What follows belongs to an exercise in optimizing a design on an open flow for small area, a short achievable clock period and few clock cycles; a production flow would make more cautious choices. The RTL was checked by simulation tests, not by an equivalence proof against the original design. Power is estimated from default activity; no workload was simulated.

==> inputs of build 46 <==
==> flow/design.v <==
module alu (
    input  logic [31:0] a_i,
    input  logic [31:0] b_i,
    input  logic [2:0]  f3_i,         
    input  logic        sub_i,        
    input  logic        sra_i,        
    input  logic        cmp_signed_i,
    output logic [31:0] sum_o,        
    output logic [31:0] res_o,
    output logic        eq_o,
    output logic        lt_o
);
    logic [32:0] aext, bext, sum33;
    assign aext  = {cmp_signed_i & a_i[31], a_i};
    assign bext  = {cmp_signed_i & b_i[31], b_i};
    assign sum33 = aext + (sub_i ? ~bext : bext) + {32'd0, sub_i};
    assign sum_o = sum33[31:0];
    assign lt_o  = sum33[32];
    assign eq_o  = (a_i == b_i);
    logic [31:0] sh_in, sh_out, a_rev, sh_rev;
    logic        left;
    assign left = ~f3_i[2];
    always_comb
        for (int i = 0; i < 32; i++) begin
            a_rev[i]  = a_i[31-i];
            sh_rev[i] = sh_out[31-i];
        end
    assign sh_in = left ? a_rev : a_i;
    logic signed [32:0] sh_ext;
    assign sh_ext = $signed({sra_i & f3_i[2] & a_i[31], sh_in}) >>> b_i[4:0];
    assign sh_out = sh_ext[31:0];
    always_comb
        case (f3_i)
            3'b000:  res_o = sum_o;
            3'b001:  res_o = sh_rev;
            3'b010,
            3'b011:  res_o = {31'd0, lt_o};
            3'b100:  res_o = a_i ^ b_i;
            3'b101:  res_o = sh_out;
            3'b110:  res_o = a_i | b_i;
            default: res_o = a_i & b_i;
        endcase
endmodule
module reg_file (
    input  logic        clk_i,
    input  logic [4:0]  ad1_i, ad2_i, ad3_i,
    input  logic        we3_i,
    input  logic [31:0] wd3_i,
    output logic [31:0] rd1_o, rd2_o
);
    logic [31:0] regs [1:31];
    always_ff @(posedge clk_i)
        if (we3_i) regs[ad3_i] <= wd3_i;
    logic [31:1] s1, s2;
    always_comb begin
        rd1_o = '0; rd2_o = '0;
        for (int i = 1; i < 32; i++) begin
            s1[i] = (ad1_i == i); s2[i] = (ad2_i == i);
            rd1_o = rd1_o | ({32{s1[i]}} & regs[i]);
            rd2_o = rd2_o | ({32{s2[i]}} & regs[i]);
        end
    end
endmodule
module top #(
    parameter ADDR_WIDTH = 5,
              DATA_WIDTH = 32
)(
    input  logic                  clk,
    input  logic                  rst,
    output logic [DATA_WIDTH-1:0] imem_addr_o,
    input  logic [DATA_WIDTH-1:0] imem_data_i,
    output logic [DATA_WIDTH-1:0] dmem_addr_o,
    output logic [DATA_WIDTH-1:0] dmem_wdata_o,
    output logic                  dmem_we_o,
    input  logic [DATA_WIDTH-1:0] dmem_rdata_i
);
    logic [11:2] pc_f;
    logic [31:0] instr_d;
    logic [11:2] pc_d;
    logic        valid_d;
    logic [31:0] a_e, b_e, t_e;
    logic [4:0]  rd_e;
    logic [2:0]  f3_e;
    logic        we_e, load_e, store_e, br_e, jalr_e, pred_e;
    logic        sub_e, sra_e, cmps_e, selt_e;
    logic        fa_m_e, fa_w_e, fb_m_e, fb_w_e, ft_m_e, ft_w_e;
    logic [31:0] res_m, sd_m;
    logic [4:0]  rd_m;
    logic        we_m, load_m, store_m;
    logic [31:0] wd_w;
    logic [4:0]  rd_w;
    logic        we_w;
    logic [6:0] op_d;
    logic [4:0] rd_d, rs1_d, rs2_d;
    logic [2:0] f3_d;
    assign op_d  = instr_d[6:0];
    assign rd_d  = instr_d[11:7];
    assign f3_d  = instr_d[14:12];
    assign rs1_d = instr_d[19:15];
    assign rs2_d = instr_d[24:20];
    logic is_lui, is_auipc, is_jal, is_jalr, is_br, is_load, is_store, is_opimm, is_op;
    assign is_br    =  op_d[6] & ~op_d[2];
    assign is_jalr  =  op_d[6] &  op_d[2] & ~op_d[3];
    assign is_jal   =  op_d[6] &  op_d[3];
    assign is_lui   = ~op_d[6] &  op_d[2] &  op_d[5];
    assign is_auipc = ~op_d[6] &  op_d[2] & ~op_d[5];
    assign is_op    = ~op_d[6] & ~op_d[2] &  op_d[4] &  op_d[5];
    assign is_opimm = ~op_d[6] & ~op_d[2] &  op_d[4] & ~op_d[5];
    assign is_store = ~op_d[6] & ~op_d[2] & ~op_d[4] &  op_d[5];
    assign is_load  = ~op_d[6] & ~op_d[2] & ~op_d[4] & ~op_d[5];
    logic uses1_d, uses2_d, we_d;
    assign uses1_d = ~(is_lui | is_auipc | is_jal);
    assign uses2_d = is_op | is_br | is_store;
    assign we_d    = ~(is_br | is_store) & (rd_d != 5'd0);
    logic [31:0] imm_i, imm_s, imm_b, imm_u, imm_j;
    assign imm_i = {{20{instr_d[31]}}, instr_d[31:20]};
    assign imm_s = {{20{instr_d[31]}}, instr_d[31:25], instr_d[11:7]};
    assign imm_b = {{20{instr_d[31]}}, instr_d[7], instr_d[30:25], instr_d[11:8], 1'b0};
    assign imm_u = {instr_d[31:12], 12'b0};
    assign imm_j = {{12{instr_d[31]}}, instr_d[19:12], instr_d[20], instr_d[30:21], 1'b0};
    logic [11:2] pc_imm, rel_imm;
    logic [12:2] pc_4;
    assign rel_imm = is_br ? imm_b[11:2] : imm_j[11:2];
    assign pc_imm  = pc_d + rel_imm;
    assign pc_4    = {1'b0, pc_d} + 11'd1;
    logic [31:0] rf1, rf2, rv1, rv2;
    reg_file regfile (
        .clk_i (clk),
        .ad1_i (rs1_d),
        .ad2_i (rs2_d),
        .ad3_i (rd_w),
        .we3_i (we_w),
        .wd3_i (wd_w),
        .rd1_o (rf1),
        .rd2_o (rf2)
    );
    assign rv1 = (we_w && rd_w == rs1_d) ? wd_w : rf1;
    assign rv2 = (we_w && rd_w == rs2_d) ? wd_w : rf2;
    logic back_d, stall, id_redirect, ex_redirect;
    logic [11:2] ex_target;
    assign back_d      = is_br & instr_d[31];
    assign stall       = valid_d & load_e &
                         ((uses1_d & rs1_d == rd_e) | (uses2_d & rs2_d == rd_e));
    assign id_redirect = valid_d & (is_jal | back_d);
    assign imem_addr_o = {20'd0, pc_f, 2'b00};
    always_ff @(posedge clk, posedge rst)
        if (rst) begin
            pc_f    <= 10'd0;
            valid_d <= 1'b0;
        end else begin
            if (ex_redirect)      pc_f <= ex_target;
            else if (stall)       pc_f <= pc_d;
            else if (id_redirect) pc_f <= pc_imm;
            else                  pc_f <= pc_f + 10'd1;
            valid_d <= ~(ex_redirect | stall | id_redirect);
        end
    always_ff @(posedge clk) begin
        instr_d <= imem_data_i;
        pc_d    <= pc_f;
    end
    logic issue;
    assign issue = valid_d & ~stall & ~ex_redirect;
    always_ff @(posedge clk, posedge rst)
        if (rst) begin
            we_e    <= 1'b0;
            load_e  <= 1'b0;
            store_e <= 1'b0;
            br_e    <= 1'b0;
            jalr_e  <= 1'b0;
        end else begin
            we_e    <= issue & we_d;
            load_e  <= issue & is_load & (rd_d != 5'd0);
            store_e <= issue & is_store;
            br_e    <= issue & is_br;
            jalr_e  <= issue & is_jalr;
        end
    always_ff @(posedge clk) begin
        rd_e   <= rd_d;
        pred_e <= instr_d[31];
        a_e    <= rv1;
        b_e    <= (is_op | is_br) ? rv2 : (is_store ? imm_s : imm_i);
        if (is_store)                 t_e <= rv2;
        else if (is_lui)              t_e <= imm_u;
        else if (is_auipc)            t_e <= {imm_u[31:12], pc_d, 2'b00};
        else if (is_jal | is_jalr | back_d) t_e <= {19'd0, pc_4, 2'b00};
        else                          t_e <= {20'd0, pc_imm, 2'b00};
        f3_e   <= (is_op | is_opimm) ? f3_d : 3'b000;
        sub_e  <= is_br | ((is_op | is_opimm) & f3_d[2:1] == 2'b01) |
                  (is_op & f3_d == 3'b000 & instr_d[30]);
        sra_e  <= instr_d[30];
        cmps_e <= is_br ? ~f3_d[1] : ~f3_d[0];
        selt_e <= is_lui | is_auipc | is_jal | is_jalr;
        if (is_br) f3_e <= f3_d;
        fa_m_e <= we_e & (rs1_d == rd_e);
        fa_w_e <= we_m & (rs1_d == rd_m);
        fb_m_e <= (is_op | is_br) & we_e & (rs2_d == rd_e);
        fb_w_e <= (is_op | is_br) & we_m & (rs2_d == rd_m);
        ft_m_e <= is_store & we_e & (rs2_d == rd_e);
        ft_w_e <= is_store & we_m & (rs2_d == rd_m);
    end
    logic [31:0] a, b, t, sum, alu_res;
    logic eq, lt, taken;
    assign a = fa_m_e ? res_m : (fa_w_e ? wd_w : a_e);
    assign b = fb_m_e ? res_m : (fb_w_e ? wd_w : b_e);
    assign t = ft_m_e ? res_m : (ft_w_e ? wd_w : t_e);
    alu alu (
        .a_i          (a),
        .b_i          (b),
        .f3_i         (f3_e),
        .sub_i        (sub_e),
        .sra_i        (sra_e),
        .cmp_signed_i (cmps_e),
        .sum_o        (sum),
        .res_o        (alu_res),
        .eq_o         (eq),
        .lt_o         (lt)
    );
    assign taken       = f3_e[0] ^ (f3_e[2] ? lt : eq);
    assign ex_redirect = jalr_e | (br_e & (taken ^ pred_e));
    assign ex_target   = jalr_e ? sum[11:2] : t_e[11:2];
    always_ff @(posedge clk, posedge rst)
        if (rst) begin
            we_m    <= 1'b0;
            store_m <= 1'b0;
        end else begin
            we_m    <= we_e;
            store_m <= store_e;
        end
    always_ff @(posedge clk) begin
        res_m  <= selt_e ? t_e : alu_res;
        sd_m   <= t;
        rd_m   <= rd_e;
        load_m <= load_e;
    end
    assign dmem_addr_o  = res_m;
    assign dmem_wdata_o = sd_m;
    assign dmem_we_o    = store_m;
    always_ff @(posedge clk, posedge rst)
        if (rst) we_w <= 1'b0;
        else     we_w <= we_m;
    always_ff @(posedge clk) begin
        wd_w <= load_m ? dmem_rdata_i : res_m;
        rd_w <= rd_m;
    end
endmodule
==> flow/run.sh <==
#!/bin/bash
# synth_recipe.tcl (not shown) runs the flow's synth.tcl, then flattens the netlist and writes it again
# the make line also repeats each setting of config.mk as NAME=value (left out here)
make -C /OpenROAD-flow-scripts/flow DESIGN_CONFIG=/design/flow/config.mk WORK_HOME=/design/flow/orfs CLKGATE_MAP_FILE= SYNTH_SCRIPT=/design/flow/synth_recipe.tcl finish
==> flow/config.mk <==
export PLATFORM = sky130hd
export DESIGN_NAME = top
export DESIGN_NICKNAME = top
export VERILOG_FILES = /design/flow/design.v
export SDC_FILE = /design/flow/constraint.sdc
export NUM_CORES = 4
export LEC_CHECK = 0
export CAP_MARGIN = 20
export CORE_MARGIN = 2
export CORE_UTILIZATION = 40
export SLEW_MARGIN = 20
==> flow/constraint.sdc <==
create_clock -name core_clock -period 12.0 [get_ports {clk}]
set_input_delay 2.4000 -clock core_clock [delete_from_list [all_inputs] [get_ports {clk}]]
set_output_delay 2.4000 -clock core_clock [all_outputs]
set_load 0.01 [all_outputs]
==> trial 13 (differences from build 46) <==
--- a/flow/design.v
+++ b/flow/design.v
@@ -43,23 +43,19 @@
 endmodule
 module reg_file (
     input  logic        clk_i,
-    input  logic [4:0]  ad1_i, ad2_i, ad3_i,
+    input  logic [4:0]  ad1_i,
+    input  logic [4:0]  ad2_i,
+    input  logic [4:0]  ad3_i,
     input  logic        we3_i,
     input  logic [31:0] wd3_i,
-    output logic [31:0] rd1_o, rd2_o
+    output logic [31:0] rd1_o,
+    output logic [31:0] rd2_o
 );
     logic [31:0] regs [1:31];
     always_ff @(posedge clk_i)
         if (we3_i) regs[ad3_i] <= wd3_i;
-    logic [31:1] s1, s2;
-    always_comb begin
-        rd1_o = '0; rd2_o = '0;
-        for (int i = 1; i < 32; i++) begin
-            s1[i] = (ad1_i == i); s2[i] = (ad2_i == i);
-            rd1_o = rd1_o | ({32{s1[i]}} & regs[i]);
-            rd2_o = rd2_o | ({32{s2[i]}} & regs[i]);
-        end
-    end
+    assign rd1_o = (ad1_i != 5'd0) ? regs[ad1_i] : 32'd0;
+    assign rd2_o = (ad2_i != 5'd0) ? regs[ad2_i] : 32'd0;
 endmodule
 module top #(
     parameter ADDR_WIDTH = 5,
@@ -74,9 +70,8 @@
     output logic                  dmem_we_o,
     input  logic [DATA_WIDTH-1:0] dmem_rdata_i
 );
-    logic [11:2] pc_f;
-    logic [31:0] instr_d;
-    logic [11:2] pc_d;
+    logic [31:0] pc_f;
+    logic [31:0] instr_d, pc_d;
     logic        valid_d;
     logic [31:0] a_e, b_e, t_e;
     logic [4:0]  rd_e;
@@ -118,11 +113,10 @@
     assign imm_b = {{20{instr_d[31]}}, instr_d[7], instr_d[30:25], instr_d[11:8], 1'b0};
     assign imm_u = {instr_d[31:12], 12'b0};
     assign imm_j = {{12{instr_d[31]}}, instr_d[19:12], instr_d[20], instr_d[30:21], 1'b0};
-    logic [11:2] pc_imm, rel_imm;
-    logic [12:2] pc_4;
-    assign rel_imm = is_br ? imm_b[11:2] : imm_j[11:2];
+    logic [31:0] pc_imm, pc_4, rel_imm;
+    assign rel_imm = is_br ? imm_b : (is_jal ? imm_j : imm_u);
     assign pc_imm  = pc_d + rel_imm;
-    assign pc_4    = {1'b0, pc_d} + 11'd1;
+    assign pc_4    = pc_d + 32'd4;
     logic [31:0] rf1, rf2, rv1, rv2;
     reg_file regfile (
         .clk_i (clk),
@@ -137,27 +131,28 @@
     assign rv1 = (we_w && rd_w == rs1_d) ? wd_w : rf1;
     assign rv2 = (we_w && rd_w == rs2_d) ? wd_w : rf2;
     logic back_d, stall, id_redirect, ex_redirect;
-    logic [11:2] ex_target;
+    logic [31:0] ex_target;
     assign back_d      = is_br & instr_d[31];
     assign stall       = valid_d & load_e &
                          ((uses1_d & rs1_d == rd_e) | (uses2_d & rs2_d == rd_e));
     assign id_redirect = valid_d & (is_jal | back_d);
-    assign imem_addr_o = {20'd0, pc_f, 2'b00};
+    assign imem_addr_o = pc_f;
     always_ff @(posedge clk, posedge rst)
         if (rst) begin
-            pc_f    <= 10'd0;
+            pc_f    <= 32'd0;
             valid_d <= 1'b0;
-        end else begin
-            if (ex_redirect)      pc_f <= ex_target;
-            else if (stall)       pc_f <= pc_d;
-            else if (id_redirect) pc_f <= pc_imm;
-            else                  pc_f <= pc_f + 10'd1;
-            valid_d <= ~(ex_redirect | stall | id_redirect);
-        end
-    always_ff @(posedge clk) begin
-        instr_d <= imem_data_i;
-        pc_d    <= pc_f;
-    end
+        end else if (ex_redirect) begin
+            pc_f    <= ex_target;
+            valid_d <= 1'b0;
+        end else if (!stall) begin
+            pc_f    <= id_redirect ? pc_imm : pc_f + 32'd4;
+            valid_d <= ~id_redirect;
+        end
+    always_ff @(posedge clk)
+        if (!stall) begin
+            instr_d <= imem_data_i;
+            pc_d    <= pc_f;
+        end
     logic issue;
     assign issue = valid_d & ~stall & ~ex_redirect;
     always_ff @(posedge clk, posedge rst)
@@ -181,9 +176,8 @@
         b_e    <= (is_op | is_br) ? rv2 : (is_store ? imm_s : imm_i);
         if (is_store)                 t_e <= rv2;
         else if (is_lui)              t_e <= imm_u;
-        else if (is_auipc)            t_e <= {imm_u[31:12], pc_d, 2'b00};
-        else if (is_jal | is_jalr | back_d) t_e <= {19'd0, pc_4, 2'b00};
-        else                          t_e <= {20'd0, pc_imm, 2'b00};
+        else if (is_jal | is_jalr | back_d) t_e <= pc_4;
+        else                          t_e <= pc_imm;
         f3_e   <= (is_op | is_opimm) ? f3_d : 3'b000;
         sub_e  <= is_br | ((is_op | is_opimm) & f3_d[2:1] == 2'b01) |
                   (is_op & f3_d == 3'b000 & instr_d[30]);
@@ -217,7 +211,7 @@
     );
     assign taken       = f3_e[0] ^ (f3_e[2] ? lt : eq);
     assign ex_redirect = jalr_e | (br_e & (taken ^ pred_e));
-    assign ex_target   = jalr_e ? sum[11:2] : t_e[11:2];
+    assign ex_target   = jalr_e ? {sum[31:1], 1'b0} : t_e;
     always_ff @(posedge clk, posedge rst)
         if (rst) begin
             we_m    <= 1'b0;
==> impl_metrics.xml <==
<?xml version="1.0" encoding="UTF-8"?>
<metrics>
  <group name="layout">
    <metric name="seqCellArea" unit="sq um">37380</metric>
  </group>
  <group name="power">
    <metric name="cellPowerDensity" unit="nW/um^2">189.8</metric>
  </group>
  <group name="logic_synthesis">
    <metric name="post_synth_fa_ha_maj_area_fraction" unit="%">2.321</metric>
  </group>
  <group name="setup_path">
    <metric name="worst-endpoint-arrival" unit="ns">6.64</metric>
    <metric name="timing.critical_path.fanout_max" unit="">50</metric>
  </group>
  <group name="sta">
    <metric name="tightestPinTransition" unit="ns">1.271</metric>
  </group>
  <group name="grt">
    <metric name="first_global_vias" unit="">47710</metric>
  </group>
  <group name="route">
    <metric name="via_count" unit="">49220</metric>
  </group>
  <group name="status">
    <metric name="status" unit="">timing/DRC/antenna clean</metric>
  </group>
  <group name="clock_network">
    <metric name="clock_insertion_delay_worst_skew" unit="ns">0.79</metric>
  </group>
</metrics>
the above is filed under trial 13

==> impl_metrics.xml <==
<?xml version="1.0" encoding="UTF-8"?>
<metrics>
  <group name="status">
    <metric name="status" unit="">timing/DRC/antenna clean</metric>
  </group>
  <group name="grt">
    <metric name="first_global_vias" unit="">49100</metric>
  </group>
  <group name="setup_path">
    <metric name="critical_path_startpoint" unit="">fb_w_e</metric>
    <metric name="timing.critical_path.fanout_max" unit="">48</metric>
  </group>
  <group name="layout">
    <metric name="layout-drive-gt1-share" unit="%">12.60</metric>
    <metric name="flow.area_growth_from_synthesis" unit="%">15.18</metric>
    <metric name="seqCellArea" unit="sq um">35520</metric>
  </group>
  <group name="route">
    <metric name="via_count" unit="">52860</metric>
  </group>
  <group name="power">
    <metric name="switching_share" unit="%">32.18</metric>
  </group>
  <group name="logic_synthesis">
    <metric name="post_synth_fa_ha_maj_area_fraction" unit="%">2.271</metric>
  </group>
  <group name="sta">
    <metric name="tightestPinTransition" unit="ns">1.291</metric>
  </group>
</metrics>
the above is filed under build 46

Testbench counts of build 46, summed over its fixed seeds: cycles 29,556.
Testbench counts of trial 13, summed over its fixed seeds: cycles 29,488.

==> afterwards: timing with drivers on the ports <==
The flow's constraints put no driver on any port. The routed layouts listed below were extracted and timed again, unchanged, in two steps. Step 1 sets driving cells, clkbuf_16 on the clock port and buf_2 on the other inputs (assumed; they add their load-dependent delay and slew). Step 2, shift: input delay + t, output delay - t, t = (earliest + latest rising clock arrival at the registers) / 2. This alone moves slack from input paths to output paths. Slacks: ideal / step 1 / step 2; pairs: ideal / step 1.
| run | shift t [ns] | slack for setup (ns) | worst setup path after step 2 | slew at the worst register clock pin (ns) |
|---|---|---|---|---|
| build 46 | 0.879 | 6.136 / 6.136 / 6.136 | register to register | 0.07 / 0.07 |
| trial 13 | 0.836 | 6.010 / 6.010 / 6.010 | register to register | 0.08 / 0.08 |
After both steps setup and hold are still met in every run listed.
